Background: an optimization exercise with open tools, aiming at a short achievable clock period and few clock cycles. Do not read the settings as production practice.
In this exercise RTL edits were held to simulation tests only and were not proved equivalent to the original.
Power figures rest on the tool's default switching activity, not on a simulated workload.

<file path="run.sh">
#!/bin/bash
# synth_recipe.tcl (not shown) runs the flow's synth.tcl, then flattens the netlist and writes it again
# the make line also repeats each setting of config.mk as NAME=value (left out here)
make -C /OpenROAD-flow-scripts/flow DESIGN_CONFIG=/design/flow/config.mk WORK_HOME=/design/flow/orfs CLKGATE_MAP_FILE= SYNTH_SCRIPT=/design/flow/synth_recipe.tcl finish
</file>
<file path="config.mk">
export PLATFORM = sky130hd
export DESIGN_NAME = CPU
export DESIGN_NICKNAME = CPU
export VERILOG_FILES = /design/flow/design.v
export SDC_FILE = /design/flow/constraint.sdc
export NUM_CORES = 4
export LEC_CHECK = 0
export ABC_CLOCK_PERIOD_IN_PS = 4500
export CAP_MARGIN = 20
export CELL_PAD_IN_SITES_DETAIL_PLACEMENT = 1
export CELL_PAD_IN_SITES_GLOBAL_PLACEMENT = 2
export CORE_MARGIN = 2
export CORE_UTILIZATION = 35
export PLACE_DENSITY = 0.55
export SETUP_SLACK_MARGIN = 4.0
export SLEW_MARGIN = 20
export TNS_END_PERCENT = 100
</file>
<file path="constraint.sdc">
create_clock -name core_clock -period 9.0 [get_ports {clk}]
set_input_delay 1.8000 -clock core_clock [delete_from_list [all_inputs] [get_ports {clk}]]
set_output_delay 1.8000 -clock core_clock [all_outputs]
set_load 0.01 [all_outputs]
</file>
<file path="design.v">
module i281_dec (
    input  wire [15:0] c,
    output wire        ctl,     
    output wire        cw,      
    output wire        plain,   
    output wire        wreg,    
    output wire        rdx,     
    output wire        rdy,     
    output wire        bu,      
    output wire [1:0]  bs,      
    output wire        drd,     
    output wire        dwr,     
    output wire        sets     
);
  wire [3:0] op = c[15:12];
  assign ctl = &c[15:13];
  assign cw = (op == 4'h1) & ~c[9];
  assign plain = ~ctl & ~cw;
  assign wreg = ((op >= 4'h2) & (op <= 4'h9)) | (op == 4'hC);
  assign rdx = (op >= 4'h4) & (op <= 4'hD) & (op != 4'h8) & (op != 4'h9);
  assign rdy = (op == 4'h2) | (op == 4'h4) | (op == 4'h6) | (op == 4'hD);
  assign bu = (op == 4'h9) | (op == 4'hB) | ((op == 4'h1) & (c[9:8] == 2'b11));
  assign bs = (op == 4'h1) ? c[11:10] : c[9:8];
  assign drd = (op == 4'h8) | (op == 4'h9);
  assign dwr = (op == 4'hA) | (op == 4'hB) | ((op == 4'h1) & c[9]);
  assign sets = ((op >= 4'h4) & (op <= 4'h7)) | (op == 4'hC) | (op == 4'hD);
endmodule
module i281_form (
    input  wire [ 95:0] cwin,   
    input  wire [  5:0] a,
    output wire [ 37:0] b
);
  wire [15:0] c0 = cwin[15:0];
  wire ctl0, cw0, plain0, wreg0, rdx0, rdy0, bu0, drd0, dwr0, sets0;
  wire [1:0] bs0;
  i281_dec d0 (c0, ctl0, cw0, plain0, wreg0, rdx0, rdy0, bu0, bs0, drd0, dwr0, sets0);
  wire isj0 = ctl0 & ~c0[12];   
  wire bc0 = ctl0 & c0[12];   
  wire simple0 = (c0[15:12] == 4'h8) | (c0[15:12] == 4'h3);   
  wire [15:0] c1 = cwin[31:16];
  wire ctl1, cw1, plain1, wreg1, rdx1, rdy1, bu1, drd1, dwr1, sets1;
  wire [1:0] bs1;
  i281_dec d1 (c1, ctl1, cw1, plain1, wreg1, rdx1, rdy1, bu1, bs1, drd1, dwr1, sets1);
  wire isj1 = ctl1 & ~c1[12];   
  wire bc1 = ctl1 & c1[12];   
  wire simple1 = (c1[15:12] == 4'h8) | (c1[15:12] == 4'h3);   
  wire [15:0] c2 = cwin[47:32];
  wire ctl2, cw2, plain2, wreg2, rdx2, rdy2, bu2, drd2, dwr2, sets2;
  wire [1:0] bs2;
  i281_dec d2 (c2, ctl2, cw2, plain2, wreg2, rdx2, rdy2, bu2, bs2, drd2, dwr2, sets2);
  wire isj2 = ctl2 & ~c2[12];   
  wire bc2 = ctl2 & c2[12];   
  wire simple2 = (c2[15:12] == 4'h8) | (c2[15:12] == 4'h3);   
  wire [15:0] c3 = cwin[63:48];
  wire ctl3, cw3, plain3, wreg3, rdx3, rdy3, bu3, drd3, dwr3, sets3;
  wire [1:0] bs3;
  i281_dec d3 (c3, ctl3, cw3, plain3, wreg3, rdx3, rdy3, bu3, bs3, drd3, dwr3, sets3);
  wire isj3 = ctl3 & ~c3[12];   
  wire bc3 = ctl3 & c3[12];   
  wire simple3 = (c3[15:12] == 4'h8) | (c3[15:12] == 4'h3);   
  wire [15:0] c4 = cwin[79:64];
  wire ctl4, cw4, plain4, wreg4, rdx4, rdy4, bu4, drd4, dwr4, sets4;
  wire [1:0] bs4;
  i281_dec d4 (c4, ctl4, cw4, plain4, wreg4, rdx4, rdy4, bu4, bs4, drd4, dwr4, sets4);
  wire isj4 = ctl4 & ~c4[12];   
  wire bc4 = ctl4 & c4[12];   
  wire simple4 = (c4[15:12] == 4'h8) | (c4[15:12] == 4'h3);   
  wire [15:0] c5 = cwin[95:80];
  wire ctl5, cw5, plain5, wreg5, rdx5, rdy5, bu5, drd5, dwr5, sets5;
  wire [1:0] bs5;
  i281_dec d5 (c5, ctl5, cw5, plain5, wreg5, rdx5, rdy5, bu5, bs5, drd5, dwr5, sets5);
  wire isj5 = ctl5 & ~c5[12];   
  wire bc5 = ctl5 & c5[12];   
  wire simple5 = (c5[15:12] == 4'h8) | (c5[15:12] == 4'h3);   
  wire raw01 = wreg0 & ((rdx1 & (c1[11:10] == c0[11:10])) | (rdy1 & (c1[9:8] == c0[11:10])));
  wire d1_01 = (wreg0 & bu1 & (bs1 == c0[11:10])) | (dwr0 & drd1);
  wire d2_01 = raw01 | d1_01;
  wire raw02 = wreg0 & ((rdx2 & (c2[11:10] == c0[11:10])) | (rdy2 & (c2[9:8] == c0[11:10])));
  wire d1_02 = (wreg0 & bu2 & (bs2 == c0[11:10])) | (dwr0 & drd2);
  wire d2_02 = raw02 | d1_02;
  wire raw03 = wreg0 & ((rdx3 & (c3[11:10] == c0[11:10])) | (rdy3 & (c3[9:8] == c0[11:10])));
  wire d1_03 = (wreg0 & bu3 & (bs3 == c0[11:10])) | (dwr0 & drd3);
  wire d2_03 = raw03 | d1_03;
  wire raw04 = wreg0 & ((rdx4 & (c4[11:10] == c0[11:10])) | (rdy4 & (c4[9:8] == c0[11:10])));
  wire d1_04 = (wreg0 & bu4 & (bs4 == c0[11:10])) | (dwr0 & drd4);
  wire d2_04 = raw04 | d1_04;
  wire raw05 = wreg0 & ((rdx5 & (c5[11:10] == c0[11:10])) | (rdy5 & (c5[9:8] == c0[11:10])));
  wire d1_05 = (wreg0 & bu5 & (bs5 == c0[11:10])) | (dwr0 & drd5);
  wire d2_05 = raw05 | d1_05;
  wire raw12 = wreg1 & ((rdx2 & (c2[11:10] == c1[11:10])) | (rdy2 & (c2[9:8] == c1[11:10])));
  wire d1_12 = (wreg1 & bu2 & (bs2 == c1[11:10])) | (dwr1 & drd2);
  wire d2_12 = raw12 | d1_12;
  wire raw13 = wreg1 & ((rdx3 & (c3[11:10] == c1[11:10])) | (rdy3 & (c3[9:8] == c1[11:10])));
  wire d1_13 = (wreg1 & bu3 & (bs3 == c1[11:10])) | (dwr1 & drd3);
  wire d2_13 = raw13 | d1_13;
  wire raw14 = wreg1 & ((rdx4 & (c4[11:10] == c1[11:10])) | (rdy4 & (c4[9:8] == c1[11:10])));
  wire d1_14 = (wreg1 & bu4 & (bs4 == c1[11:10])) | (dwr1 & drd4);
  wire d2_14 = raw14 | d1_14;
  wire raw15 = wreg1 & ((rdx5 & (c5[11:10] == c1[11:10])) | (rdy5 & (c5[9:8] == c1[11:10])));
  wire d1_15 = (wreg1 & bu5 & (bs5 == c1[11:10])) | (dwr1 & drd5);
  wire d2_15 = raw15 | d1_15;
  wire raw23 = wreg2 & ((rdx3 & (c3[11:10] == c2[11:10])) | (rdy3 & (c3[9:8] == c2[11:10])));
  wire d1_23 = (wreg2 & bu3 & (bs3 == c2[11:10])) | (dwr2 & drd3);
  wire d2_23 = raw23 | d1_23;
  wire raw24 = wreg2 & ((rdx4 & (c4[11:10] == c2[11:10])) | (rdy4 & (c4[9:8] == c2[11:10])));
  wire d1_24 = (wreg2 & bu4 & (bs4 == c2[11:10])) | (dwr2 & drd4);
  wire d2_24 = raw24 | d1_24;
  wire raw25 = wreg2 & ((rdx5 & (c5[11:10] == c2[11:10])) | (rdy5 & (c5[9:8] == c2[11:10])));
  wire d1_25 = (wreg2 & bu5 & (bs5 == c2[11:10])) | (dwr2 & drd5);
  wire d2_25 = raw25 | d1_25;
  wire raw34 = wreg3 & ((rdx4 & (c4[11:10] == c3[11:10])) | (rdy4 & (c4[9:8] == c3[11:10])));
  wire d1_34 = (wreg3 & bu4 & (bs4 == c3[11:10])) | (dwr3 & drd4);
  wire d2_34 = raw34 | d1_34;
  wire raw35 = wreg3 & ((rdx5 & (c5[11:10] == c3[11:10])) | (rdy5 & (c5[9:8] == c3[11:10])));
  wire d1_35 = (wreg3 & bu5 & (bs5 == c3[11:10])) | (dwr3 & drd5);
  wire d2_35 = raw35 | d1_35;
  wire raw45 = wreg4 & ((rdx5 & (c5[11:10] == c4[11:10])) | (rdy5 & (c5[9:8] == c4[11:10])));
  wire d1_45 = (wreg4 & bu5 & (bs5 == c4[11:10])) | (dwr4 & drd5);
  wire d2_45 = raw45 | d1_45;
  wire hs0 = bc0 & 1'b1;
  wire hs1 = bc1 & ~bc0;
  wire hs2 = bc2 & ~bc0 & ~bc1;
  wire hs3 = bc3 & ~bc0 & ~bc1 & ~bc2;
  wire hs4 = bc4 & ~bc0 & ~bc1 & ~bc2 & ~bc3;
  wire hs5 = ~bc0 & ~bc1 & ~bc2 & ~bc3 & ~bc4;
  wire pnone0 = 1'b1;
  wire fok0 = pnone0;
  wire [3:0] pxy0 = 4'd0;
  wire g0_0 = bc0 & fok0;
  wire g0_1 = plain1 & 1'b1;
  wire g0_2 = plain2 & ~d1_12 & ~(raw12 & (1'b1 | ~simple1));
  wire g0_3 = plain3 & ~d2_13 & ~d2_23;
  wire g0_4 = plain4 & ~d2_14 & ~d2_24 & ~d2_34;
  wire g0_5 = 1'b0;
  wire in0_0 = 1'b1;
  wire in0_1 = in0_0 & g0_0;
  wire in0_2 = in0_1 & g0_1;
  wire in0_3 = in0_2 & g0_2;
  wire in0_4 = in0_3 & g0_3;
  wire in0_5 = in0_4 & g0_4;
  wire in0_6 = in0_5 & g0_5;
  wire nw0_1 = (in0_0 & isj0) | (in0_1 & ~g0_1 & ~isj1);
  wire nw0_2 = (in0_1 & isj1) | (in0_2 & ~g0_2 & ~isj2);
  wire nw0_3 = (in0_2 & isj2) | (in0_3 & ~g0_3 & ~isj3);
  wire nw0_4 = (in0_3 & isj3) | (in0_4 & ~g0_4 & ~isj4);
  wire nw0_5 = (in0_4 & isj4) | (in0_5 & ~g0_5 & ~isj5);
  wire nw0_6 = (in0_5 & isj5) | in0_6;
  wire jend0 = (in0_0 & isj0) | (in0_1 & isj1) | (in0_2 & isj2) | (in0_3 & isj3) | (in0_4 & isj4) | (in0_5 & isj5);
  wire prov1_0 = sets0;
  wire pnone1 = ~sets0;
  wire fok1 = pnone1 | (prov1_0 & (c0[15:12] == 4'hD));
  wire [3:0] pxy1 = ({4{prov1_0}} & c0[11:8]);
  wire g1_0 = plain0 & 1'b1;
  wire g1_1 = bc1 & fok1;
  wire g1_2 = plain2 & ~d1_02 & ~(raw02 & (1'b0 | ~simple0));
  wire g1_3 = plain3 & ~d2_03 & ~d2_23;
  wire g1_4 = plain4 & ~d2_04 & ~d2_24 & ~d2_34;
  wire g1_5 = 1'b0;
  wire in1_0 = 1'b1;
  wire in1_1 = in1_0 & g1_0;
  wire in1_2 = in1_1 & g1_1;
  wire in1_3 = in1_2 & g1_2;
  wire in1_4 = in1_3 & g1_3;
  wire in1_5 = in1_4 & g1_4;
  wire in1_6 = in1_5 & g1_5;
  wire nw1_1 = (in1_0 & isj0) | (in1_1 & ~g1_1 & ~isj1);
  wire nw1_2 = (in1_1 & isj1) | (in1_2 & ~g1_2 & ~isj2);
  wire nw1_3 = (in1_2 & isj2) | (in1_3 & ~g1_3 & ~isj3);
  wire nw1_4 = (in1_3 & isj3) | (in1_4 & ~g1_4 & ~isj4);
  wire nw1_5 = (in1_4 & isj4) | (in1_5 & ~g1_5 & ~isj5);
  wire nw1_6 = (in1_5 & isj5) | in1_6;
  wire jend1 = (in1_0 & isj0) | (in1_1 & isj1) | (in1_2 & isj2) | (in1_3 & isj3) | (in1_4 & isj4) | (in1_5 & isj5);
  wire prov2_0 = sets0 & ~sets1;
  wire prov2_1 = sets1;
  wire pnone2 = ~sets0 & ~sets1;
  wire fok2 = pnone2 | (prov2_0 & (c0[15:12] == 4'hD)) | (prov2_1 & (c1[15:12] == 4'hD) & ~raw01);
  wire [3:0] pxy2 = ({4{prov2_0}} & c0[11:8]) | ({4{prov2_1}} & c1[11:8]);
  wire g2_0 = plain0 & 1'b1;
  wire g2_1 = plain1 & ~d1_01 & ~(raw01 & (1'b0 | ~simple0));
  wire g2_2 = bc2 & fok2;
  wire g2_3 = plain3 & ~d2_03 & ~d2_13;
  wire g2_4 = plain4 & ~d2_04 & ~d2_14 & ~d2_34;
  wire g2_5 = 1'b0;
  wire in2_0 = 1'b1;
  wire in2_1 = in2_0 & g2_0;
  wire in2_2 = in2_1 & g2_1;
  wire in2_3 = in2_2 & g2_2;
  wire in2_4 = in2_3 & g2_3;
  wire in2_5 = in2_4 & g2_4;
  wire in2_6 = in2_5 & g2_5;
  wire nw2_1 = (in2_0 & isj0) | (in2_1 & ~g2_1 & ~isj1);
  wire nw2_2 = (in2_1 & isj1) | (in2_2 & ~g2_2 & ~isj2);
  wire nw2_3 = (in2_2 & isj2) | (in2_3 & ~g2_3 & ~isj3);
  wire nw2_4 = (in2_3 & isj3) | (in2_4 & ~g2_4 & ~isj4);
  wire nw2_5 = (in2_4 & isj4) | (in2_5 & ~g2_5 & ~isj5);
  wire nw2_6 = (in2_5 & isj5) | in2_6;
  wire jend2 = (in2_0 & isj0) | (in2_1 & isj1) | (in2_2 & isj2) | (in2_3 & isj3) | (in2_4 & isj4) | (in2_5 & isj5);
  wire prov3_0 = sets0 & ~sets1 & ~sets2;
  wire prov3_1 = sets1 & ~sets2;
  wire prov3_2 = sets2;
  wire pnone3 = ~sets0 & ~sets1 & ~sets2;
  wire fok3 = pnone3 | (prov3_0 & (c0[15:12] == 4'hD)) | (prov3_1 & (c1[15:12] == 4'hD) & ~raw01) | (prov3_2 & (c2[15:12] == 4'hD));
  wire [3:0] pxy3 = ({4{prov3_0}} & c0[11:8]) | ({4{prov3_1}} & c1[11:8]) | ({4{prov3_2}} & c2[11:8]);
  wire g3_0 = plain0 & 1'b1;
  wire g3_1 = plain1 & ~d1_01 & ~(raw01 & (1'b0 | ~simple0));
  wire g3_2 = plain2 & ~d2_02 & ~d2_12;
  wire g3_3 = bc3 & fok3;
  wire g3_4 = plain4 & ~d2_04 & ~d2_14 & ~d2_24;
  wire g3_5 = 1'b0;
  wire in3_0 = 1'b1;
  wire in3_1 = in3_0 & g3_0;
  wire in3_2 = in3_1 & g3_1;
  wire in3_3 = in3_2 & g3_2;
  wire in3_4 = in3_3 & g3_3;
  wire in3_5 = in3_4 & g3_4;
  wire in3_6 = in3_5 & g3_5;
  wire nw3_1 = (in3_0 & isj0) | (in3_1 & ~g3_1 & ~isj1);
  wire nw3_2 = (in3_1 & isj1) | (in3_2 & ~g3_2 & ~isj2);
  wire nw3_3 = (in3_2 & isj2) | (in3_3 & ~g3_3 & ~isj3);
  wire nw3_4 = (in3_3 & isj3) | (in3_4 & ~g3_4 & ~isj4);
  wire nw3_5 = (in3_4 & isj4) | (in3_5 & ~g3_5 & ~isj5);
  wire nw3_6 = (in3_5 & isj5) | in3_6;
  wire jend3 = (in3_0 & isj0) | (in3_1 & isj1) | (in3_2 & isj2) | (in3_3 & isj3) | (in3_4 & isj4) | (in3_5 & isj5);
  wire prov4_0 = sets0 & ~sets1 & ~sets2 & ~sets3;
  wire prov4_1 = sets1 & ~sets2 & ~sets3;
  wire prov4_2 = sets2 & ~sets3;
  wire prov4_3 = sets3;
  wire pnone4 = ~sets0 & ~sets1 & ~sets2 & ~sets3;
  wire fok4 = pnone4 | (prov4_0 & (c0[15:12] == 4'hD)) | (prov4_1 & (c1[15:12] == 4'hD) & ~raw01) | (prov4_2 & (c2[15:12] == 4'hD)) | (prov4_3 & (c3[15:12] == 4'hD));
  wire [3:0] pxy4 = ({4{prov4_0}} & c0[11:8]) | ({4{prov4_1}} & c1[11:8]) | ({4{prov4_2}} & c2[11:8]) | ({4{prov4_3}} & c3[11:8]);
  wire g4_0 = plain0 & 1'b1;
  wire g4_1 = plain1 & ~d1_01 & ~(raw01 & (1'b0 | ~simple0));
  wire g4_2 = plain2 & ~d2_02 & ~d2_12;
  wire g4_3 = plain3 & ~d2_03 & ~d2_13 & ~d2_23;
  wire g4_4 = bc4 & fok4;
  wire g4_5 = 1'b0;
  wire in4_0 = 1'b1;
  wire in4_1 = in4_0 & g4_0;
  wire in4_2 = in4_1 & g4_1;
  wire in4_3 = in4_2 & g4_2;
  wire in4_4 = in4_3 & g4_3;
  wire in4_5 = in4_4 & g4_4;
  wire in4_6 = in4_5 & g4_5;
  wire nw4_1 = (in4_0 & isj0) | (in4_1 & ~g4_1 & ~isj1);
  wire nw4_2 = (in4_1 & isj1) | (in4_2 & ~g4_2 & ~isj2);
  wire nw4_3 = (in4_2 & isj2) | (in4_3 & ~g4_3 & ~isj3);
  wire nw4_4 = (in4_3 & isj3) | (in4_4 & ~g4_4 & ~isj4);
  wire nw4_5 = (in4_4 & isj4) | (in4_5 & ~g4_5 & ~isj5);
  wire nw4_6 = (in4_5 & isj5) | in4_6;
  wire jend4 = (in4_0 & isj0) | (in4_1 & isj1) | (in4_2 & isj2) | (in4_3 & isj3) | (in4_4 & isj4) | (in4_5 & isj5);
  wire g5_0 = plain0 & 1'b1;
  wire g5_1 = plain1 & ~d1_01 & ~(raw01 & (1'b0 | ~simple0));
  wire g5_2 = plain2 & ~d2_02 & ~d2_12;
  wire g5_3 = plain3 & ~d2_03 & ~d2_13 & ~d2_23;
  wire g5_4 = 1'b0;
  wire g5_5 = 1'b0;
  wire in5_0 = 1'b1;
  wire in5_1 = in5_0 & g5_0;
  wire in5_2 = in5_1 & g5_1;
  wire in5_3 = in5_2 & g5_2;
  wire in5_4 = in5_3 & g5_3;
  wire in5_5 = in5_4 & g5_4;
  wire in5_6 = in5_5 & g5_5;
  wire nw5_1 = (in5_0 & isj0) | (in5_1 & ~g5_1 & ~isj1);
  wire nw5_2 = (in5_1 & isj1) | (in5_2 & ~g5_2 & ~isj2);
  wire nw5_3 = (in5_2 & isj2) | (in5_3 & ~g5_3 & ~isj3);
  wire nw5_4 = (in5_3 & isj3) | (in5_4 & ~g5_4 & ~isj4);
  wire nw5_5 = (in5_4 & isj4) | (in5_5 & ~g5_5 & ~isj5);
  wire nw5_6 = (in5_5 & isj5) | in5_6;
  wire jend5 = (in5_0 & isj0) | (in5_1 & isj1) | (in5_2 & isj2) | (in5_3 & isj3) | (in5_4 & isj4) | (in5_5 & isj5);
  wire nw_1 = (hs0 & nw0_1) | (hs1 & nw1_1) | (hs2 & nw2_1) | (hs3 & nw3_1) | (hs4 & nw4_1) | (hs5 & nw5_1);
  wire nw_2 = (hs0 & nw0_2) | (hs1 & nw1_2) | (hs2 & nw2_2) | (hs3 & nw3_2) | (hs4 & nw4_2) | (hs5 & nw5_2);
  wire nw_3 = (hs0 & nw0_3) | (hs1 & nw1_3) | (hs2 & nw2_3) | (hs3 & nw3_3) | (hs4 & nw4_3) | (hs5 & nw5_3);
  wire nw_4 = (hs0 & nw0_4) | (hs1 & nw1_4) | (hs2 & nw2_4) | (hs3 & nw3_4) | (hs4 & nw4_4) | (hs5 & nw5_4);
  wire nw_5 = (hs0 & nw0_5) | (hs1 & nw1_5) | (hs2 & nw2_5) | (hs3 & nw3_5) | (hs4 & nw4_5) | (hs5 & nw5_5);
  wire nw_6 = (hs0 & nw0_6) | (hs1 & nw1_6) | (hs2 & nw2_6) | (hs3 & nw3_6) | (hs4 & nw4_6) | (hs5 & nw5_6);
  wire jp_0 = isj0 & ((hs0 & in0_0) | (hs1 & in1_0) | (hs2 & in2_0) | (hs3 & in3_0) | (hs4 & in4_0) | (hs5 & in5_0));
  wire jp_1 = isj1 & ((hs0 & in0_1) | (hs1 & in1_1) | (hs2 & in2_1) | (hs3 & in3_1) | (hs4 & in4_1) | (hs5 & in5_1));
  wire jp_2 = isj2 & ((hs0 & in0_2) | (hs1 & in1_2) | (hs2 & in2_2) | (hs3 & in3_2) | (hs4 & in4_2) | (hs5 & in5_2));
  wire jp_3 = isj3 & ((hs0 & in0_3) | (hs1 & in1_3) | (hs2 & in2_3) | (hs3 & in3_3) | (hs4 & in4_3) | (hs5 & in5_3));
  wire jp_4 = isj4 & ((hs0 & in0_4) | (hs1 & in1_4) | (hs2 & in2_4) | (hs3 & in3_4) | (hs4 & in4_4) | (hs5 & in5_4));
  wire jp_5 = isj5 & ((hs0 & in0_5) | (hs1 & in1_5) | (hs2 & in2_5) | (hs3 & in3_5) | (hs4 & in4_5) | (hs5 & in5_5));
  wire jend = (hs0 & jend0) | (hs1 & jend1) | (hs2 & jend2) | (hs3 & jend3) | (hs4 & jend4) | (hs5 & jend5);
  wire in_0 = (hs0 & in0_0) | (hs1 & in1_0) | (hs2 & in2_0) | (hs3 & in3_0) | (hs4 & in4_0) | (hs5 & in5_0);
  wire in_1 = (hs0 & in0_1) | (hs1 & in1_1) | (hs2 & in2_1) | (hs3 & in3_1) | (hs4 & in4_1) | (hs5 & in5_1);
  wire in_2 = (hs0 & in0_2) | (hs1 & in1_2) | (hs2 & in2_2) | (hs3 & in3_2) | (hs4 & in4_2) | (hs5 & in5_2);
  wire in_3 = (hs0 & in0_3) | (hs1 & in1_3) | (hs2 & in2_3) | (hs3 & in3_3) | (hs4 & in4_3) | (hs5 & in5_3);
  wire in_4 = (hs0 & in0_4) | (hs1 & in1_4) | (hs2 & in2_4) | (hs3 & in3_4) | (hs4 & in4_4) | (hs5 & in5_4);
  wire in_5 = (hs0 & in0_5) | (hs1 & in1_5) | (hs2 & in2_5) | (hs3 & in3_5) | (hs4 & in4_5) | (hs5 & in5_5);
  wire in_6 = (hs0 & in0_6) | (hs1 & in1_6) | (hs2 & in2_6) | (hs3 & in3_6) | (hs4 & in4_6) | (hs5 & in5_6);
  wire hb = (hs0 & in0_1) | (hs1 & in1_2) | (hs2 & in2_3) | (hs3 & in3_4) | (hs4 & in4_5);
  wire [15:0] cb = ({16{hs0}} & c0) | ({16{hs1}} & c1) | ({16{hs2}} & c2) | ({16{hs3}} & c3) | ({16{hs4}} & c4);
  wire fcmp = (hs0 & ~pnone0) | (hs1 & ~pnone1) | (hs2 & ~pnone2) | (hs3 & ~pnone3) | (hs4 & ~pnone4);
  wire [3:0] pxy = ({4{hs0}} & pxy0) | ({4{hs1}} & pxy1) | ({4{hs2}} & pxy2) | ({4{hs3}} & pxy3) | ({4{hs4}} & pxy4);
  wire tin = hb & ((hs0 & nw_2 & (c0[5:0] < 6'd1)) | (hs0 & nw_3 & (c0[5:0] < 6'd2)) | (hs0 & nw_4 & (c0[5:0] < 6'd3)) | (hs0 & nw_5 & (c0[5:0] < 6'd4)) | (hs0 & nw_6 & (c0[5:0] < 6'd5)) | (hs1 & nw_3 & (c1[5:0] < 6'd1)) | (hs1 & nw_4 & (c1[5:0] < 6'd2)) | (hs1 & nw_5 & (c1[5:0] < 6'd3)) | (hs1 & nw_6 & (c1[5:0] < 6'd4)) | (hs2 & nw_4 & (c2[5:0] < 6'd1)) | (hs2 & nw_5 & (c2[5:0] < 6'd2)) | (hs2 & nw_6 & (c2[5:0] < 6'd3)) | (hs3 & nw_5 & (c3[5:0] < 6'd1)) | (hs3 & nw_6 & (c3[5:0] < 6'd2)) | (hs4 & nw_6 & (c4[5:0] < 6'd1)));
  wire pre0 = hs1 | hs2 | hs3 | hs4 | hs5;
  wire [15:0] w0 = pre0 ? c0 : c1;
  wire v0 = cw0 | (pre0 ? in_1 : in_2);
  wire s0 = ~cw0 & hb & ((hs0 & (~tin | (c0[5:0] > 6'd0))));
  wire pre1 = hs2 | hs3 | hs4 | hs5;
  wire [15:0] w1 = pre1 ? c1 : c2;
  wire v1 = ~cw0 & (pre1 ? in_2 : in_3);
  wire s1 = ~cw0 & hb & ((hs0 & (~tin | (c0[5:0] > 6'd1))) | (hs1 & (~tin | (c1[5:0] > 6'd0))));
  wire pre2 = hs3 | hs4 | hs5;
  wire [15:0] w2 = pre2 ? c2 : c3;
  wire v2 = ~cw0 & (pre2 ? in_3 : in_4);
  wire s2 = ~cw0 & hb & ((hs0 & (~tin | (c0[5:0] > 6'd2))) | (hs1 & (~tin | (c1[5:0] > 6'd1))) | (hs2 & (~tin | (c2[5:0] > 6'd0))));
  wire pre3 = hs4 | hs5;
  wire [15:0] w3 = pre3 ? c3 : c4;
  wire v3 = ~cw0 & (pre3 ? in_4 : in_5);
  wire s3 = ~cw0 & hb & ((hs0 & (~tin | (c0[5:0] > 6'd3))) | (hs1 & (~tin | (c1[5:0] > 6'd2))) | (hs2 & (~tin | (c2[5:0] > 6'd1))) | (hs3 & (~tin | (c3[5:0] > 6'd0))));
  wire [5:0] an1 = a + 6'd1;
  wire [5:0] an2 = a + 6'd2;
  wire [5:0] an3 = a + 6'd3;
  wire [5:0] an4 = a + 6'd4;
  wire [5:0] an5 = a + 6'd5;
  wire [5:0] an6 = a + 6'd6;
  wire [5:0] tp0 = an1 + c0[5:0];
  wire [5:0] tp1 = an2 + c1[5:0];
  wire [5:0] tp2 = an3 + c2[5:0];
  wire [5:0] tp3 = an4 + c3[5:0];
  wire [5:0] tp4 = an5 + c4[5:0];
  wire [5:0] tp5 = an6 + c5[5:0];
  wire [5:0] ft = cw0 ? an1 : jend ? (({6{jp_0}} & tp0) | ({6{jp_1}} & tp1) | ({6{jp_2}} & tp2) | ({6{jp_3}} & tp3) | ({6{jp_4}} & tp4) | ({6{jp_5}} & tp5)) : (({6{nw_1}} & an1) | ({6{nw_2}} & an2) | ({6{nw_3}} & an3) | ({6{nw_4}} & an4) | ({6{nw_5}} & an5) | ({6{nw_6}} & an6));
  wire [5:0] tg = ({6{hs0}} & tp0) | ({6{hs1}} & tp1) | ({6{hs2}} & tp2) | ({6{hs3}} & tp3) | ({6{hs4}} & tp4);
  assign b = {
    v0, s0, pre0, v1, s1, pre1, v2, s2, pre2, v3, s3, pre3,
    hb & ~cw0, cb[9:8], &cb[5:0], tin & ~cw0, fcmp, pxy,
    ctl0 & (&c0[5:0]), isj0, c0[9:8],
    ft, tg
  };
endmodule
module i281_slot (
    input  wire        v,
    input  wire [15:0] w,
    input  wire [ 7:0] rx,      
    input  wire [ 7:0] ry,      
    input  wire [ 7:0] base,    
    input  wire [ 7:0] mrd,     
    input  wire [ 7:0] sw,
    output wire [ 3:0] daddr,
    output wire        dwe,
    output wire [ 7:0] ddata,
    output wire        cwe,
    output wire [ 5:0] caddr,
    output wire        wen,
    output wire [ 7:0] wdata,
    output wire        sets,
    output wire [ 3:0] flags
);
  wire [3:0] op = w[15:12];
  wire [7:0] imm = w[7:0];
  wire is_sub = (op == 4'h6) | (op == 4'h7) | (op == 4'hD);
  wire [7:0] A = (op == 4'h2) ? ry : rx;
  wire [7:0] B = ((op == 4'h4) | (op == 4'h6) | (op == 4'hD)) ? ry : imm;
  wire [7:0] Bx = B ^ {8{is_sub}};
  wire [7:0] pp = A ^ Bx;
  wire [7:0] g0 = {A[7:1] & Bx[7:1], (A[0] & Bx[0]) | (pp[0] & is_sub)};
  wire [7:0] g1 = g0 | ({pp[7:1], 1'b0} & {g0[6:0], 1'b0});
  wire [7:0] p1 = pp & {pp[6:0], 1'b0};
  wire [7:0] g2 = g1 | ({p1[7:2], 2'b0} & {g1[5:0], 2'b0});
  wire [7:0] p2 = p1 & {p1[5:0], 2'b0};
  wire [7:0] g3 = g2 | ({p2[7:4], 4'b0} & {g2[3:0], 4'b0});
  wire [8:0] cy = {g3, is_sub};   
  wire [7:0] sum = pp ^ cy[7:0];
  wire zadd = ~|(pp ^ {A[6:0] | Bx[6:0], is_sub});
  wire is_sh = (op == 4'hC);
  wire [7:0] shr = w[8] ? {1'b0, rx[7:1]} : {rx[6:0], 1'b0};
  wire shc = w[8] ? rx[0] : rx[7];
  wire [7:0] res = is_sh ? shr : sum;
  assign flags = {is_sh ? shc : cy[8], is_sh ? 1'b0 : (cy[7] ^ cy[8]), res[7], is_sh ? ~|shr : zadd};
  assign sets = v & ((op == 4'h4) | (op == 4'h5) | (op == 4'h6) | (op == 4'h7) | is_sh | (op == 4'hD));
  assign wen = v & (((op >= 4'h2) & (op <= 4'h9)) | is_sh);
  assign wdata = ((op == 4'h8) | (op == 4'h9)) ? mrd : (op == 4'h3) ? imm : res;
  wire dimm = (op == 4'h8) | (op == 4'hA) | ((op == 4'h1) & ~w[8]);
  assign daddr = dimm ? imm[3:0] : (base[3:0] + imm[3:0]);
  assign dwe = v & ((op == 4'hA) | (op == 4'hB) | ((op == 4'h1) & w[9]));
  assign ddata = (op == 4'h1) ? sw[7:0] : rx;
  assign cwe = v & (op == 4'h1) & ~w[9];
  assign caddr = w[8] ? (base[5:0] + imm[5:0]) : imm[5:0];
endmodule
module CPU (
    input wire clk,
    input wire [15:0] switches,
    input wire reset,
    input wire ld_we,
    input wire ld_code,
    input wire [5:0] ld_addr,
    input wire [15:0] ld_data,
    input wire [4:0] rd_addr,
    output wire [7:0] rd_data,
    output wire halted
);
  reg [1023:0] cm;   
  reg [2431:0] bt;   
  reg [127:0] dm;   
  reg [7:0] R0, R1, R2, R3;
  reg [3:0] FL;   
  reg halt_r;
  reg [3:0] iv, is;   
  reg [15:0] w0, w1, w2, w3;
  reg hb, bhalt, tin, fcmp;
  reg [1:0] by;
  reg [3:0] pxy;
  reg [29:0] ftv, tgv;   
  wire run = ~halt_r;
  wire v0 = iv[0], v1 = iv[1], v2 = iv[2], v3 = iv[3];
  wire s0 = is[0], s1 = is[1], s2 = is[2], s3 = is[3];
  function [7:0] rsel(input [1:0] s, input [7:0] a, input [7:0] b, input [7:0] c, input [7:0] d);
    rsel = s[1] ? (s[0] ? d : c) : (s[0] ? b : a);
  endfunction
  wire [3:0] daddr0, daddr1, daddr2, daddr3, daddr1n;
  wire dwe0, dwe1, dwe2, dwe3, cwe0, cwe1, cwe2, cwe3;
  wire wen0, wen1, wen2, wen3, sets0, sets1, sets2, sets3;
  wire [7:0] ddata0, ddata1, ddata2, ddata3, wdata0, wdata1, wdata2, wdata3;
  wire [5:0] caddr0, caddr1, caddr2, caddr3;
  wire [3:0] flags0, flags1, flags2, flags3, flags1n;
  wire [7:0] mrd0 = dm[8*daddr0+:8];
  wire [7:0] mrd1 = dm[8*daddr1+:8];
  wire [7:0] mrd2 = dm[8*daddr2+:8];
  wire [7:0] mrd3 = dm[8*daddr3+:8];
  wire [7:0] rx0 = rsel(w0[11:10], R0, R1, R2, R3);
  wire [7:0] ry0 = rsel(w0[9:8], R0, R1, R2, R3);
  i281_slot u_s0 (
      .v(v0),
      .w(w0),
      .rx(rx0),
      .ry(ry0),
      .base((w0[15:12] == 4'h1) ? rx0 : ry0),
      .mrd(mrd0),
      .sw(switches),
      .daddr(daddr0),
      .dwe(dwe0),
      .ddata(ddata0),
      .cwe(cwe0),
      .caddr(caddr0),
      .wen(wen0),
      .wdata(wdata0),
      .sets(sets0),
      .flags(flags0)
  );
  wire [1:0] wr0 = w0[11:10], wr1 = w1[11:10], wr2 = w2[11:10], wr3 = w3[11:10];
  wire fwd0 = v0 & ((w0[15:12] == 4'h8) | (w0[15:12] == 4'h3));
  wire [7:0] fwdv = w0[15] ? dm[8*w0[3:0]+:8] : w0[7:0];
  wire [7:0] rx1n = rsel(w1[11:10], R0, R1, R2, R3);
  wire [7:0] ry1n = rsel(w1[9:8], R0, R1, R2, R3);
  wire [7:0] rx1 = (fwd0 & (wr0 == w1[11:10])) ? fwdv : rx1n;
  wire [7:0] ry1 = (fwd0 & (wr0 == w1[9:8])) ? fwdv : ry1n;
  wire [7:0] base1 = (w1[15:12] == 4'h1) ? rx1n : ry1n;
  i281_slot u_s1 (
      .v(v1),
      .w(w1),
      .rx(rx1),
      .ry(ry1),
      .base(base1),
      .mrd(mrd1),
      .sw(switches),
      .daddr(daddr1),
      .dwe(dwe1),
      .ddata(ddata1),
      .cwe(cwe1),
      .caddr(caddr1),
      .wen(wen1),
      .wdata(wdata1),
      .sets(sets1),
      .flags(flags1)
  );
  i281_slot u_s1n (
      .v(v1),
      .w(w1),
      .rx(rx1n),
      .ry(ry1n),
      .base(base1),
      .mrd(mrd1),
      .sw(switches),
      .daddr(daddr1n),
      .dwe(),
      .ddata(),
      .cwe(),
      .caddr(),
      .wen(),
      .wdata(),
      .sets(),
      .flags(flags1n)
  );
  wire [7:0] rx2 = rsel(w2[11:10], R0, R1, R2, R3);
  wire [7:0] ry2 = rsel(w2[9:8], R0, R1, R2, R3);
  i281_slot u_s2 (
      .v(v2),
      .w(w2),
      .rx(rx2),
      .ry(ry2),
      .base((w2[15:12] == 4'h1) ? rx2 : ry2),
      .mrd(mrd2),
      .sw(switches),
      .daddr(daddr2),
      .dwe(dwe2),
      .ddata(ddata2),
      .cwe(cwe2),
      .caddr(caddr2),
      .wen(wen2),
      .wdata(wdata2),
      .sets(sets2),
      .flags(flags2)
  );
  wire [7:0] rx3 = rsel(w3[11:10], R0, R1, R2, R3);
  wire [7:0] ry3 = rsel(w3[9:8], R0, R1, R2, R3);
  i281_slot u_s3 (
      .v(v3),
      .w(w3),
      .rx(rx3),
      .ry(ry3),
      .base((w3[15:12] == 4'h1) ? rx3 : ry3),
      .mrd(mrd3),
      .sw(switches),
      .daddr(daddr3),
      .dwe(dwe3),
      .ddata(ddata3),
      .cwe(cwe3),
      .caddr(caddr3),
      .wen(wen3),
      .wdata(wdata3),
      .sets(sets3),
      .flags(flags3)
  );
  function cond(input j, input [1:0] y, input [3:0] f);
    cond = j | (y == 2'd0 ? f[0] : y == 2'd1 ? ~f[0] : y == 2'd2 ? (~f[0] & (f[1] == f[2])) : (f[1] == f[2]));
  endfunction
  function sge(input [7:0] a, input [7:0] b);   
    reg [7:0] gt, eq;
    reg g1, g2, g3, g4, e1, e2, e3, e4, gh, eh, gl, el;
    begin
      gt = {~a[7] & b[7], a[6:0] & ~b[6:0]};
      eq = ~(a ^ b);
      g1 = gt[7] | (eq[7] & gt[6]);
      e1 = eq[7] & eq[6];
      g2 = gt[5] | (eq[5] & gt[4]);
      e2 = eq[5] & eq[4];
      g3 = gt[3] | (eq[3] & gt[2]);
      e3 = eq[3] & eq[2];
      g4 = gt[1] | (eq[1] & gt[0]);
      e4 = eq[1] & eq[0];
      gh = g1 | (e1 & g2);
      eh = e1 & e2;
      gl = g3 | (e3 & g4);
      el = e3 & e4;
      sge = gh | (eh & (gl | el));
    end
  endfunction
  reg [15:0] cz, cge;   
  integer ci;
  always @(*) begin
    for (ci = 0; ci < 16; ci = ci + 1) begin
      cz[ci] = rsel(ci[3:2], R0, R1, R2, R3) == rsel(ci[1:0], R0, R1, R2, R3);
      cge[ci] = sge(rsel(ci[3:2], R0, R1, R2, R3), rsel(ci[1:0], R0, R1, R2, R3));
    end
  end
  wire bz = fcmp ? cz[pxy] : FL[0];
  wire bnv = fcmp ? cge[pxy] : (FL[1] == FL[2]);
  wire [3:0] flags_br = {1'b0, ~bnv, 1'b0, bz};
  wire taken = hb & cond(1'b0, by, flags_br);
  wire [3:0] flags_nt = sets3 ? flags3 : sets2 ? flags2 : sets1 ? flags1 : sets0 ? flags0 : FL;
  wire [3:0] flags_tk = (~s3 & sets3) ? flags3 : (~s2 & sets2) ? flags2 :
                        (~s1 & sets1) ? flags1 : (~s0 & sets0) ? flags0 : FL;
  function [141:0] cand(input [37:0] e, input [79:0] c);   
    reg [5:0] f, t;
    begin
      f = e[11:6];
      t = e[5:0];
      cand = {e[28], e[31], e[34], e[37], e[27], e[30], e[33], e[36],
              e[26] ? c[63:48] : c[79:64], e[29] ? c[47:32] : c[63:48],
              e[32] ? c[31:16] : c[47:32], e[35] ? c[15:0] : c[31:16],
              e[25:16],
              f, f + 6'd1, f + 6'd2, f + 6'd3, f + 6'd4,
              t, t + 6'd1, t + 6'd2, t + 6'd3, t + 6'd4};
    end
  endfunction
  function [141:0] empty(input [29:0] av);
    empty = {82'd0, av, 30'd0};
  endfunction
  function [79:0] win(input [1023:0] m, input [29:0] av);
    integer q;
    for (q = 0; q < 5; q = q + 1) win[16*q+:16] = m[16*av[24-6*q+:6]+:16];
  endfunction
  wire [37:0] eft = bt[38*ftv[29:24]+:38];
  wire [37:0] etg = bt[38*tgv[29:24]+:38];
  wire [5:0] se1 = sb_e + 6'd1, se2 = sb_e + 6'd2, se3 = sb_e + 6'd3, se4 = sb_e + 6'd4, se5 = sb_e + 6'd5;
  wire [29:0] fa = sb_v ? {sb_e, se1, se2, se3, se4} : ftv;
  wire [29:0] ta = sb_v ? {se5, tgv[23:0]} : tgv;
  wire [79:0] wft = win(cm, fa);
  wire [79:0] wtg = win(cm, ta);
  wire [141:0] cft = cand(eft, wft);
  wire [141:0] ctg = cand(etg, wtg);
  wire busy;
  reg sb_v, sc_v, sd_v;
  reg [5:0] sb_e, sc_e, sd_e;
  wire ldc = ld_we & ld_code;
  wire [141:0] ir_nt = (busy | cwe0) ? empty(ftv) : cft;
  wire [141:0] ir_tk = busy ? empty(tin ? ftv : tgv) : tin ? cft : ctg;
  wire halt_nt = ~busy & ~cwe0 & eft[15] & eft[14];
  wire halt_tk = bhalt | (~busy & (tin ? (eft[15] & eft[14]) : (etg[15] & etg[14])));
  wire [141:0] ir_rst = (busy | ldc) ? empty({6'd0, 6'd1, 6'd2, 6'd3, 6'd4}) : cand(bt[37:0], cm[79:0]);
  always @(posedge clk) begin
    if (reset) {iv, is, w3, w2, w1, w0, hb, by, bhalt, tin, fcmp, pxy, ftv, tgv} <= ir_rst;
    else if (run) {iv, is, w3, w2, w1, w0, hb, by, bhalt, tin, fcmp, pxy, ftv, tgv} <= taken ? ir_tk : ir_nt;
  end
  always @(posedge clk or posedge reset) begin
    if (reset) halt_r <= 1'b0;
    else if (run) halt_r <= taken ? halt_tk : halt_nt;
  end
  function [7:0] rnext(input [1:0] r, input [7:0] cur, input t);
    rnext = (wen3 & ~(t & s3) & (wr3 == r)) ? wdata3 : (wen2 & ~(t & s2) & (wr2 == r)) ? wdata2 :
            (wen1 & ~(t & s1) & (wr1 == r)) ? wdata1 : (wen0 & ~(t & s0) & (wr0 == r)) ? wdata0 : cur;
  endfunction
  always @(posedge clk or posedge reset) begin
    if (reset) begin
      R0 <= 8'd0;
      R1 <= 8'd0;
      R2 <= 8'd0;
      R3 <= 8'd0;
      FL <= 4'd0;
    end else if (run) begin
      R0 <= taken ? rnext(2'd0, R0, 1'b1) : rnext(2'd0, R0, 1'b0);
      R1 <= taken ? rnext(2'd1, R1, 1'b1) : rnext(2'd1, R1, 1'b0);
      R2 <= taken ? rnext(2'd2, R2, 1'b1) : rnext(2'd2, R2, 1'b0);
      R3 <= taken ? rnext(2'd3, R3, 1'b1) : rnext(2'd3, R3, 1'b0);
      FL <= taken ? flags_tk : flags_nt;
    end
  end
  function [8:0] dnext(input [3:0] k, input t);   
    dnext = (dwe3 & ~(t & s3) & (daddr3 == k)) ? {1'b1, ddata3} :
            (dwe2 & ~(t & s2) & (daddr2 == k)) ? {1'b1, ddata2} :
            (dwe1 & ~(t & s1) & (daddr1 == k)) ? {1'b1, ddata1} :
            (dwe0 & ~(t & s0) & (daddr0 == k)) ? {1'b1, ddata0} : 9'd0;
  endfunction
  reg [8:0] dn;
  integer kd;
  always @(posedge clk) begin
    for (kd = 0; kd < 16; kd = kd + 1) begin
      if (reset) begin
        if (ld_we & ~ld_code & (ld_addr[3:0] == kd)) dm[8*kd+:8] <= ld_data[7:0];
      end else if (run) begin
        dn = taken ? dnext(kd, 1'b1) : dnext(kd, 1'b0);
        if (dn[8]) dm[8*kd+:8] <= dn[7:0];
      end
    end
  end
  wire cwr = reset ? ldc : (run & cwe0);
  wire [5:0] cwa = reset ? ld_addr : caddr0;
  assign busy = any_dirty | sb_v | sc_v | sd_v;
  integer kc;
  always @(posedge clk) begin
    for (kc = 0; kc < 64; kc = kc + 1) begin
      if (cwr & (cwa == kc)) cm[16*kc+:16] <= reset ? ld_data : switches;
    end
  end
  reg [63:0] dirty;
  reg [95:0] sc_c;
  reg [37:0] sd_b;
  function [2:0] ffs8(input [7:0] d);
    casez (d)
      8'b???????1: ffs8 = 3'd0;
      8'b??????10: ffs8 = 3'd1;
      8'b?????100: ffs8 = 3'd2;
      8'b????1000: ffs8 = 3'd3;
      8'b???10000: ffs8 = 3'd4;
      8'b??100000: ffs8 = 3'd5;
      8'b?1000000: ffs8 = 3'd6;
      default: ffs8 = 3'd7;
    endcase
  endfunction
  reg [7:0] dgrp;
  integer gi;
  always @(*) for (gi = 0; gi < 8; gi = gi + 1) dgrp[gi] = |dirty[8*gi+:8];
  wire [2:0] pg = ffs8(dgrp);
  wire [5:0] pick = {pg, ffs8(dirty[8*pg+:8])};
  wire any_dirty = |dgrp;
  reg [63:0] mark;
  reg [5:0] md;
  integer km;
  always @(*) begin
    for (km = 0; km < 64; km = km + 1) begin
      md = cwa - km;
      mark[km] = cwr & (md < 6);
    end
  end
  integer ks;
  always @(posedge clk) begin
    for (ks = 0; ks < 64; ks = ks + 1) dirty[ks] <= mark[ks] | (dirty[ks] & ~(any_dirty & (pick == ks)));
    sb_v <= any_dirty;
    sb_e <= pick;
    sc_v <= sb_v;
    sc_e <= sb_e;
    sc_c <= {wtg[15:0], wft};
    sd_v <= sc_v;
    sd_e <= sc_e;
    sd_b <= fe;
    for (ks = 0; ks < 64; ks = ks + 1) if (sd_v & (sd_e == ks)) bt[38*ks+:38] <= sd_b;
  end
  wire [37:0] fe;
  i281_form f_upd (
      .cwin(sc_c),
      .a(sc_e),
      .b(fe)
  );
  assign halted = halt_r;
  wire [7:0] rsel_dbg = rsel(rd_addr[1:0], R0, R1, R2, R3);
  assign rd_data = (rd_addr[4] == 1'b0) ? dm[8*rd_addr[3:0]+:8] :
                   (rd_addr[3:2] == 2'b00) ? rsel_dbg :
                   (rd_addr[3:0] == 4'b0100) ? {4'b0000, FL} : 8'b00000000;
endmodule
</file>
==> results.json <==
{
  "worstPathMaxFanout": 8,
  "drt-initial-drc-count": 32900,
  "r2r_start": "sb_e[2]$_DFF_P_",
  "fin_tns_setup_ns": 0,
  "grt_use_total": 0.391,
  "period_needed_ns": 5.37,
  "drive_above_1_share": 0.331,
  "netlist-cell-type-count": 118,
  "synth_top_family_by_area": "multiplexers",
  "ys_async_sr_fraction": 0.00967,
  "initial_core_util": 0.351,
  "top_layer_used": "met5",
  "final.fill_count": 79400,
  "clk_path_buf_depth": 4,
  "vias_per_cell": 7.20,
  "io_pins": 56,
  "path_cells": "buf_16, buf_16, mux4_2, mux4_2, inv_2, o21ai_4, buf_6",
  "hold_violations": 0,
  "pwr-share-clk": 0.171,
  "grt_pass1_wl_mm": 2110,
  "core_um2": 782000,
  "overflow": 0,
  "skew_ns": 0.162,
  "synth_flop_cell": "edfxtp_1",
  "met1_length_mm": 599,
  "setup_viol": 0,
  "wl_met2_mm": 710,
  "grt_antenna_before_repair": 166,
  "grt_pass1_vias": 223000,
  "comb_power_share": 0.614,
  "wl_per_cell_um": 50.0,
  "reg2reg_slack_ns": 3.80,
  "route.antenna.remaining_nets": 0,
  "die_x_um": 889,
  "hpwl_mm": 1030,
  "p_int_mw": 54.0,
  "final_nets": 21400,
  "fp.dieH_um": 889,
  "finalCritPeriodShare": 0.597,
  "first_pass_iters": 7,
  "path_clk_slew_ns": 0.06,
  "routed_wirelength_mm": 1600,
  "r2r-end": "w3[11]$_DFFE_PP_",
  "place_congestion": 0.972,
  "cpPeakStageDelay_ns": 0.57,
  "yosysWarnings": 6,
  "crit_slowest_cell": "mux4_2",
  "num_rows": 325,
  "instances_no_fill": 32000,
  "syn_area_per_cell_um2": 12.9,
  "wl_met3_mm": 168,
  "rsz0062_at_grt": "true",
  "cts_root_buffer": "clkbuf_16",
  "drc": 0,
  "portBuffers": 55,
  "worstHoldStart": "sc_v$_DFF_P_",
  "cts_buffers": 449,
  "swShare": 0.512,
  "end_kind": "primary output",
  "synth_edf_count": 3590,
  "p_leak_nw": 101,
  "yosys.area_share.adder": 0.0130,
  "fmax_mhz": 186,
  "ys_seq_elements": 3828,
  "synthSimpleGateAreaFrac": 0.0982,
  "grt_max_degree": 111,
  "place_area_um2": 291000,
  "maxSlewHeadroom": 0.120,
  "r2r_cells": 15,
  "critical_path_class": "input port to primary output",
  "crit_arrival_ns": 3.57,
  "maxCapViolCount": 0,
  "critPathLaunch": "rd_addr[0]",
  "status": "timing/DRC/antenna clean",
  "clock_latency_ns": 1.14,
  "final_cell_area_um2": 317000,
  "syn-cell-area_um2": 274000,
  "worst_slack_ns": 3.63,
  "endpoint": "rd_data[7]",
  "required_ns": 7.20,
  "p_switching_mw": 56.8,
  "dp_slack_ns": 2.30,
  "synth_xor_area_frac": 0.0113,
  "hold_buffers": 0,
  "netlist_instances": 21200,
  "vias": 230000,
  "powerDensity_nw_per_um2": 350,
  "cts.sinks": 3828,
  "yosysSeqAreaShare": 0.411,
  "dieArea_um2": 791000,
  "syn_nets": 21500,
  "syn2layout_area_growth_pct": 15.5,
  "synth-compound-area-share": 0.0948,
  "p_seq_frac": 0.215,
  "drv_slew": 0,
  "cts_tree": "yes",
  "worst_pin_slew_ns": 1.32,
  "dp.cells": 30500,
  "mostFrequentLayoutCells": "mux4_2 (3,772), edfxtp_1 (3,590), nand2_1 (3,136)",
  "synth.area.mux_share": 0.336,
  "ir_drop_uv": 379,
  "final_common_cell": "mux4_2",
  "htree_levels": 5,
  "hold_class": "flip-flop to flip-flop",
  "critPathLaunchType": "input port"
}
-- power groups by stage --
stage,sequential (mW),combinational (mW),clock (mW)
final,23.8,68.1,18.9
after CTS,23.8,63.9,19.1
after floorplan,23.0,34.4,0
after global placement,24.2,60.7,0
after detailed placement,24.2,60.9,0
after global routing,23.9,69.2,19.6
-- worst max-delay path, delay by kind of cell --
family                 cells  cell delay [ns]
AOI/OAI and AO/OA          1             0.08
muxes                      2             1.09
buffers and inverters      4             0.55
-- sequential cells by signal (all words and copies together), names as in the netlist, 6 cells and up --
| name | flops |
|---|---|
| R0 | 8 |
| w3 | 16 |
| w2 | 16 |
| tgv | 26 |
| R3 | 8 |
| sc_e | 6 |
| ftv | 26 |
| sb_e | 6 |
| sd_e | 6 |
| R2 | 8 |
| R1 | 8 |
| dm | 128 |
| sc_c | 80 |
| cm | 1024 |
| bt | 2304 |
| w0 | 16 |
| sd_b | 36 |
| w1 | 16 |
| dirty | 64 |
-- timing repair --
item                       in CTS  in global routing
gates cloned                   36                 24
setup endpoints to repair    1573                844
buffers inserted              342                162
resized for setup             712                358
pin swaps                     136                 95
-- Yosys cell counts, types with 59 or more instances --
cell | number | area (um2)
mux2_2 | 140 | 1580
a221oi_1 | 59 | 517
buf_2 | 275 | 1380
o211ai_1 | 96 | 721
xor2_1 | 124 | 1090
edfxtp_1 | 3590 | 108000
mux4_2 | 3779 | 85100
o21ai_0 | 522 | 2610
xnor2_1 | 229 | 2010
dfxtp_1 | 201 | 4020
nor3_1 | 289 | 1450
o311ai_0 | 73 | 639
o31ai_1 | 92 | 691
nor2_1 | 636 | 2390
nand4_1 | 60 | 375
nor2b_1 | 180 | 1130
ha_1 | 262 | 3280
a211oi_1 | 711 | 5340
a311oi_1 | 478 | 4190
nand2_1 | 3190 | 12000
clkbuf_1 | 1579 | 5930
and3_1 | 315 | 1970
mux2i_1 | 535 | 5360
a22oi_1 | 81 | 608
a21oi_1 | 807 | 4040
buf_1 | 314 | 1180
and2_1 | 167 | 1040
a21o_1 | 82 | 616
o22ai_1 | 196 | 1230
a31oi_1 | 194 | 1210
nand3_1 | 807 | 4040
inv_1 | 270 | 1010
nand2b_1 | 72 | 450
-- worst min path at each step --
stage	end	slack [ns]	cells after the start
2_1_floorplan	sc_e[4]$_DFF_P_	0.33	0
5_1_grt	sd_v$_DFF_P_	0.36	0
6_report	sd_v$_DFF_P_	0.35	0
4_1_cts	sd_v$_DFF_P_	0.35	0
3_5_place_dp	sd_v$_DFF_P_	0.34	0
3_3_place_gp	sd_v$_DFF_P_	0.34	0
-- final cells by class --
cell class / instances / area [um2] / area share
Multi-Input combinational cell: 14900 / 158000 / 0.497
Clock buffer: 562 / 11900 / 0.0376
Antenna cell: 100 / 250 / 0.000790
Timing Repair Buffer: 1588 / 17400 / 0.0548
Clock inverter: 273 / 2770 / 0.00874
Inverter: 276 / 1060 / 0.00336
Tap cell: 10500 / 13100 / 0.0413
Sequential cell: 3828 / 113000 / 0.356
-- per-layer routing --
layer | GRT usage | vias to the layer above
met1 | 0.499 | 124000
met2 | 0.594 | 15700
met5 | 0.00571 | -
li1 | - | 86400
met3 | 0.107 | 3965
met4 | 0.236 | 114
-- cell families after synthesis --
kind of cell	after synthesis
simple gates	5986
xor+xnor	353
fa+ha+maj	276
mux	4460
flops	3828
compound gates	3800
buf+inv	2480
-- per-stage QoR --
stage | hold WS (ns) | utilization | power, mW
floorplan | 0.329 | - | 57.4
global placement | 0.340 | 0.371 | 84.9
detailed placement | 0.340 | 0.373 | 85.1
CTS | 0.353 | 0.400 | 107
global route | 0.356 | 0.405 | 113
finish | 0.352 | 0.405 | 111
Testbench counts, summed over its fixed seeds: cycles 12,576.

[what the ideal ports hide]
No port has a modelled driver above. Below, the same layout with a new extraction and two added sets of constraints.
Step 1: set_driving_cell puts a clkbuf_16 on clk and a buf_2 on each other input, an assumption about the parent block.
Step 2 times the ports against the registers' clock, not the clock port: input delays grow and output delays shrink by t, the midpoint of the rising clock arrivals with the driver on.
a / b / c = ideal / step 1 / step 2; a / b = the first two.
shift t [ns]: 1.224
setup WS [ns]: 3.625 / 3.514 / 3.141
worst setup path after step 2: input to register
slew at the worst register clock pin (ns): 0.08 / 0.08
After both steps this run still meets setup and hold. The setup slack of this run moves by -0.111 ns with the drivers and by -0.484 ns with both steps.
